Context: an optimization exercise on an open-source flow, tuned for small area, a short achievable clock period and few clock cycles per item. The choices shown serve that exercise and are no tape-out recipe.
Where RTL was checked, it was by simulation tests only, not by an equivalence proof against the original.

==> wip/garnet: inputs <==
==> flow/design.v (excerpt) <==
module FFT(clk, rst_n, in_valid, din_r, din_i, out_valid, dout_r, dout_i);
clock: 12.0 ns
lec_check: 0
cap_margin: 20
core_margin: 2
core_utilization: 40
place_density: 0.6
slew_margin: 20
run.sh (not shown) runs the stock make flow with config.mk's settings and CLKGATE_MAP_FILE= SYNTH_SCRIPT=/design/flow/synth_recipe.tcl, a recipe that flattens the netlist after the stock synthesis.
==> wip/raven: changes against wip/garnet <==
--- a/flow/config.mk
+++ b/flow/config.mk
@@ -9,4 +9,5 @@
 export CORE_MARGIN = 2
 export CORE_UTILIZATION = 40
 export PLACE_DENSITY = 0.6
+export SETUP_SLACK_MARGIN = 5
 export SLEW_MARGIN = 20
==> comparison table <==
| quantity | wip/raven | wip/garnet |
|---|---|---|
| Post-route clock period utilization | 0.550 | 0.574 |
| Final routed wirelength across all metal layers | 311000 microns | 311000 microns |
| Routed length on met2 | 146000 microns | 146000 microns |
| Fill cell total of the finished layout | 25519 | 25521 |
| Total inserted antenna cells | 22 | 21 |
| Share of cell area taken by multi-input logic gates | 0.545 | 0.545 |
| Clock network share of area | 0.0567 | 0.0567 |
| Outcome | finished clean | finished clean |
| Worst Clk Skew | 98.4 ps | 98.1 ps |
| Wire length on met1 | 137000 microns | 137000 microns |
| Growth of design area from synthesis to finish | 10.0% | 10.0% |
No functional check of the RTL was part of any run of this note.

* * *

==> run a <==
FFT, a different RTL version from the one above (not shown whole).
export LEC_CHECK = 0
export CAP_MARGIN = 20
export CORE_MARGIN = 2
export CORE_UTILIZATION = 50
export PLACE_DENSITY = 0.65
export SLEW_MARGIN = 20
create_clock -name core_clock -period 12.0 [get_ports {clk}]
standard.sh (not shown) runs the stock make flow with config.mk's settings and CLKGATE_MAP_FILE= SYNTH_SCRIPT=/design/flow/synth_recipe.tcl, a recipe that flattens the netlist after the stock synthesis.
==> flow/flow/run.sh <==
#!/bin/bash
# The standard layout (standard.sh), with repair_timing aiming for extra setup slack.
# The clock, the SDC and every other constraint are unchanged; only the optimisation target moves.
set -euo pipefail
export SETUP_SLACK_MARGIN=8
bash standard.sh synth > synth.log 2>&1
bash standard.sh finish > layout.log 2>&1
==> run b: changes against run a <==
==> flow/flow/run.sh (replaced) <==
#!/bin/bash
set -euo pipefail
export SETUP_SLACK_MARGIN=8
bash standard.sh finish > flow_make.log 2>&1
CORE_UTILIZATION = 40   (was 50)
PLACE_DENSITY = 0.6   (was 0.65)
==> qor summary <==
Die Span X: run a 447 um; run b 500 um
Launch instance of the worst min-delay path: run a r2i[0][4]; run b r2r[6][14]
Routed via count: run a 71.0k; run b 70.7k
Post-cts repair resize count: run a 152; run b 160
Outcome: run a no timing/DRC/antenna violations; run b no timing/DRC/antenna violations
Final cell utilization of the core: run a 56.0%; run b 45.5%
Worst setup startpoint: run a qsel0[2]; run b tw3b_r_kc[2]
Endpoint of the most critical setup path: run a E1i[14]; run b C3brs[3]
Sequential cell area: run a 35300 um^2; run b 35300 um^2
Worst Hold Slack: run a 309 ps; run b 324 ps
Max incr delay on CP: run a 420 ps; run b 590 ps
Number of cells on the worst reg-to-reg path: run a 16; run b 12
Endpoint of the worst hold path: run a r2i[1][4]; run b r2r[7][14]
Met2 Routed Length: run a 142000 um; run b 141000 um
Testbench counts of run a, summed over its fixed seeds: cycles 26,496, frames 384.
Testbench counts of run b, summed over its fixed seeds: cycles 26,496, frames 384.

* * *

==> zinc <==
Another version of the RTL of FFT (not shown whole).
==> flow/config.mk <==
export PLATFORM = sky130hd
export DESIGN_NAME = FFT
export DESIGN_NICKNAME = FFT
export VERILOG_FILES = /design/flow/design.v
export SDC_FILE = /design/flow/constraint.sdc
export NUM_CORES = 4
export LEC_CHECK = 0
export CAP_MARGIN = 20
export CORE_MARGIN = 2
export CORE_UTILIZATION = 40
export PLACE_DENSITY = 0.6
export SLEW_MARGIN = 20
==> flow/constraint.sdc <==
create_clock -name core_clock -period 12.0 [get_ports {clk}]
set_input_delay 2.4000 -clock core_clock [delete_from_list [all_inputs] [get_ports {clk}]]
set_output_delay 2.4000 -clock core_clock [all_outputs]
set_load 0.01 [all_outputs]
==> flow/flow/run.sh <==
#!/bin/bash
set -euo pipefail
export SETUP_SLACK_MARGIN=8
bash standard.sh finish > flow_make.log 2>&1
==> umber: changes against zinc <==
--- a/flow/design.v
+++ b/flow/design.v
@@ -16,26 +16,26 @@
   if (!rst_n) begin
     run <= 1'b0; P <= 7'd0; ov <= 1'b0;
   end else begin
     if (in_valid) run <= 1'b1;
     if ((run || in_valid) && P != 7'd127) P <= P + 7'd1;
-    if (P == 7'd35) ov <= 1'b1;
+    if (P == 7'd36) ov <= 1'b1;
   end
 end
 wire [6:0] Pn = P + 7'd1;
 reg f0_dl, f0_ld, f1_ld, f1_pre, f2_dl, f2_ld, f3_ld, f3_pre;
 always @(posedge clk) begin
-  f0_dl <= (Pn >= 7'd17) && (Pn <= 7'd24);
-  f0_ld <= (Pn >= 7'd25) && (Pn <= 7'd32);
-  f1_ld <= (Pn >= 7'd27) && (Pn <= 7'd34);
-  f1_pre <= (Pn < 7'd27);
-  f2_dl <= (Pn >= 7'd18) && (Pn <= 7'd25);
-  f2_ld <= (Pn >= 7'd26) && (Pn <= 7'd33);
-  f3_ld <= (Pn >= 7'd28) && (Pn <= 7'd35);
-  f3_pre <= (Pn < 7'd28);
+  f0_dl <= (Pn >= 7'd18) && (Pn <= 7'd25);
+  f0_ld <= (Pn >= 7'd26) && (Pn <= 7'd33);
+  f1_ld <= (Pn >= 7'd28) && (Pn <= 7'd35);
+  f1_pre <= (Pn < 7'd28);
+  f2_dl <= (Pn >= 7'd19) && (Pn <= 7'd26);
+  f2_ld <= (Pn >= 7'd27) && (Pn <= 7'd34);
+  f3_ld <= (Pn >= 7'd29) && (Pn <= 7'd36);
+  f3_pre <= (Pn < 7'd29);
 end
-wire [3:0] tw4_n = Pn - 7'd17;
+wire [3:0] tw4_n = Pn - 7'd18;
 reg tw4_r0_s0; always @(posedge clk) tw4_r0_s0 <= tw4_n == 4'd0 || tw4_n == 4'd1 || tw4_n == 4'd2 || tw4_n == 4'd3 || tw4_n == 4'd4 || tw4_n == 4'd12 || tw4_n == 4'd13 || tw4_n == 4'd14 || tw4_n == 4'd15;
 reg tw4_r0_s1; always @(posedge clk) tw4_r0_s1 <= tw4_n == 4'd5 || tw4_n == 4'd6 || tw4_n == 4'd10 || tw4_n == 4'd11;
 reg tw4_r0_s2; always @(posedge clk) tw4_r0_s2 <= tw4_n == 4'd7 || tw4_n == 4'd9;
 reg tw4_r0_ng; always @(posedge clk) tw4_r0_ng <= tw4_n == 4'd9 || tw4_n == 4'd10 || tw4_n == 4'd11 || tw4_n == 4'd12 || tw4_n == 4'd13 || tw4_n == 4'd14 || tw4_n == 4'd15;
 reg tw4_r1_s2; always @(posedge clk) tw4_r1_s2 <= tw4_n == 4'd3 || tw4_n == 4'd4 || tw4_n == 4'd12 || tw4_n == 4'd13;
@@ -128,11 +128,11 @@
   4'd13: tw4_i_k <= 3'd5;
   4'd14: tw4_i_k <= 3'd2;
   4'd15: tw4_i_k <= 3'd2;
   default: tw4_i_k <= 3'd0;
 endcase
-wire [2:0] tw3t_n = Pn - 7'd26;
+wire [2:0] tw3t_n = Pn - 7'd27;
 reg tw3t_r0_s0; always @(posedge clk) tw3t_r0_s0 <= tw3t_n == 3'd0 || tw3t_n == 3'd1 || tw3t_n == 3'd2 || tw3t_n == 3'd6 || tw3t_n == 3'd7;
 reg tw3t_r0_s1; always @(posedge clk) tw3t_r0_s1 <= tw3t_n == 3'd3 || tw3t_n == 3'd5;
 reg tw3t_r0_ng; always @(posedge clk) tw3t_r0_ng <= tw3t_n == 3'd5 || tw3t_n == 3'd6 || tw3t_n == 3'd7;
 reg tw3t_r1_s2; always @(posedge clk) tw3t_r1_s2 <= tw3t_n == 3'd2 || tw3t_n == 3'd6;
 reg tw3t_r1_s3; always @(posedge clk) tw3t_r1_s3 <= tw3t_n == 3'd3 || tw3t_n == 3'd5;
@@ -198,11 +198,11 @@
   3'd5: tw3t_i_k <= 3'd2;
   3'd6: tw3t_i_k <= 3'd5;
   3'd7: tw3t_i_k <= 3'd2;
   default: tw3t_i_k <= 3'd0;
 endcase
-wire [2:0] tw3b_n = Pn - 7'd27;
+wire [2:0] tw3b_n = Pn - 7'd28;
 reg tw3b_r0_s0; always @(posedge clk) tw3b_r0_s0 <= tw3b_n == 3'd0 || tw3b_n == 3'd1 || tw3b_n == 3'd2 || tw3b_n == 3'd6 || tw3b_n == 3'd7;
 reg tw3b_r0_s1; always @(posedge clk) tw3b_r0_s1 <= tw3b_n == 3'd3 || tw3b_n == 3'd5;
 reg tw3b_r0_ng; always @(posedge clk) tw3b_r0_ng <= tw3b_n == 3'd5 || tw3b_n == 3'd6 || tw3b_n == 3'd7;
 reg tw3b_r1_s2; always @(posedge clk) tw3b_r1_s2 <= tw3b_n == 3'd2 || tw3b_n == 3'd6;
 reg tw3b_r1_s3; always @(posedge clk) tw3b_r1_s3 <= tw3b_n == 3'd3 || tw3b_n == 3'd5;
@@ -268,11 +268,12 @@
   3'd5: tw3b_i_k <= 3'd2;
   3'd6: tw3b_i_k <= 3'd5;
   3'd7: tw3b_i_k <= 3'd2;
   default: tw3b_i_k <= 3'd0;
 endcase
-wire signed [11:0] xr = din_r, xi = din_i;   
+reg signed [11:0] xr, xi;
+always @(posedge clk) begin xr <= din_r; xi <= din_i; end
 reg signed [13:0] r0r [0:7], r0i [0:7];
 reg signed [15:0] r1r [0:7], r1i [0:7];
 reg signed [15:0] r2r [0:7], r2i [0:7];
 reg signed [15:0] r3r [0:7], r3i [0:7];
 wire signed [11:0] a4r = r3r[7][11:0], a4i = r3i[7][11:0];
@@ -484,29 +485,29 @@
   r2r[0] <= f2_ld ? s3b_r : f2_dl ? t4r : r2r[7];
   r2i[0] <= f2_ld ? s3b_i : f2_dl ? t4i : r2i[7];
   r3r[0] <= f3_ld ? t3b_r : f3_pre ? r1r[7] : r3r[7];
   r3i[0] <= f3_ld ? t3b_i : f3_pre ? r1i[7] : r3i[7];
 end
-wire [6:0] kn0 = Pn + 7'd95;
+wire [6:0] kn0 = Pn + 7'd94;
 reg [3:0] qsel0; reg c2_0;
 always @(posedge clk) begin
   case (kn0[1:0]) 2'd0: qsel0 <= 4'b0001; 2'd1: qsel0 <= 4'b0100; 2'd2: qsel0 <= 4'b0010; default: qsel0 <= 4'b1000; endcase
   c2_0 <= kn0[2];
 end
-wire [6:0] kn1 = Pn + 7'd103;
+wire [6:0] kn1 = Pn + 7'd102;
 reg [3:0] qsel1; reg c2_1;
 always @(posedge clk) begin
   case (kn1[1:0]) 2'd0: qsel1 <= 4'b0001; 2'd1: qsel1 <= 4'b0100; 2'd2: qsel1 <= 4'b0010; default: qsel1 <= 4'b1000; endcase
   c2_1 <= kn1[2];
 end
-wire [6:0] kn2 = Pn + 7'd111;
+wire [6:0] kn2 = Pn + 7'd110;
 reg [3:0] qsel2; reg c2_2;
 always @(posedge clk) begin
   case (kn2[1:0]) 2'd0: qsel2 <= 4'b0001; 2'd1: qsel2 <= 4'b0100; 2'd2: qsel2 <= 4'b0010; default: qsel2 <= 4'b1000; endcase
   c2_2 <= kn2[2];
 end
-wire [6:0] kn3 = Pn + 7'd119;
+wire [6:0] kn3 = Pn + 7'd118;
 reg [3:0] qsel3; reg c2_3;
 always @(posedge clk) begin
   case (kn3[1:0]) 2'd0: qsel3 <= 4'b0001; 2'd1: qsel3 <= 4'b0100; 2'd2: qsel3 <= 4'b0010; default: qsel3 <= 4'b1000; endcase
   c2_3 <= kn3[2];
 end
Settings changed: CORE_UTILIZATION 40 to 60, PLACE_DENSITY 0.6 to 0.7.
==> comparison <==
Synthesized area is about the same in umber and zinc. In umber the cell count is smaller than in zinc, by about 9%. Against zinc, the non-clock buffer count of umber is lower by 84. In umber the first-iteration DRC count is larger than in zinc, by 9.5%. Of umber and zinc, zinc has the higher synthesized cell count (gap 0.23%, measured against zinc). zinc completed without violations. umber passed the timing, DRC and antenna checks. Between umber and zinc, the lower count of clock-buffer cells in the layout is in zinc (gap 13). Flip-flop and latch count: zinc is lower than umber (24). In zinc the routed wire length is smaller than in umber, by about 0.9%.
Testbench counts of umber, summed over its fixed seeds: cycles 26,496, frames 384.
Only the layout flow was run in zinc; the RTL was not checked for function there.

==> separate check: timing with driven ports <==
In the flow no input, the clock included, has a driving cell. The finished layouts below were timed again as built, in two steps. Step 1 sets driving cells, clkbuf_16 on the clock port and buf_2 on the other inputs (assumed; they add their load-dependent delay and slew). Step 2, shift: input delay + t, output delay - t, t = (earliest + latest rising clock arrival at the registers) / 2. This alone moves slack from input paths to output paths. a / b / c = ideal / step 1 / step 2; a / b = the first two.
run	t, ns	setup slack, ns	worst setup path at the end
wip/garnet	0.922	5.113 / 5.113 / 5.113	register to register
wip/raven	0.922	5.399 / 5.399 / 5.399	register to register
run a	0.914	7.938 / 7.938 / 7.279	input to register
run b	0.915	7.992 / 7.992 / 7.320	input to register
zinc	0.928	7.407 / 7.407 / 7.078	input to register
umber	0.921	7.357 / 7.357 / 7.357	register to register
After both steps setup and hold are still met in every run listed. The setup slack of run b, which loses most, moves by 0.000 ns with the drivers and by -0.672 ns with both steps.
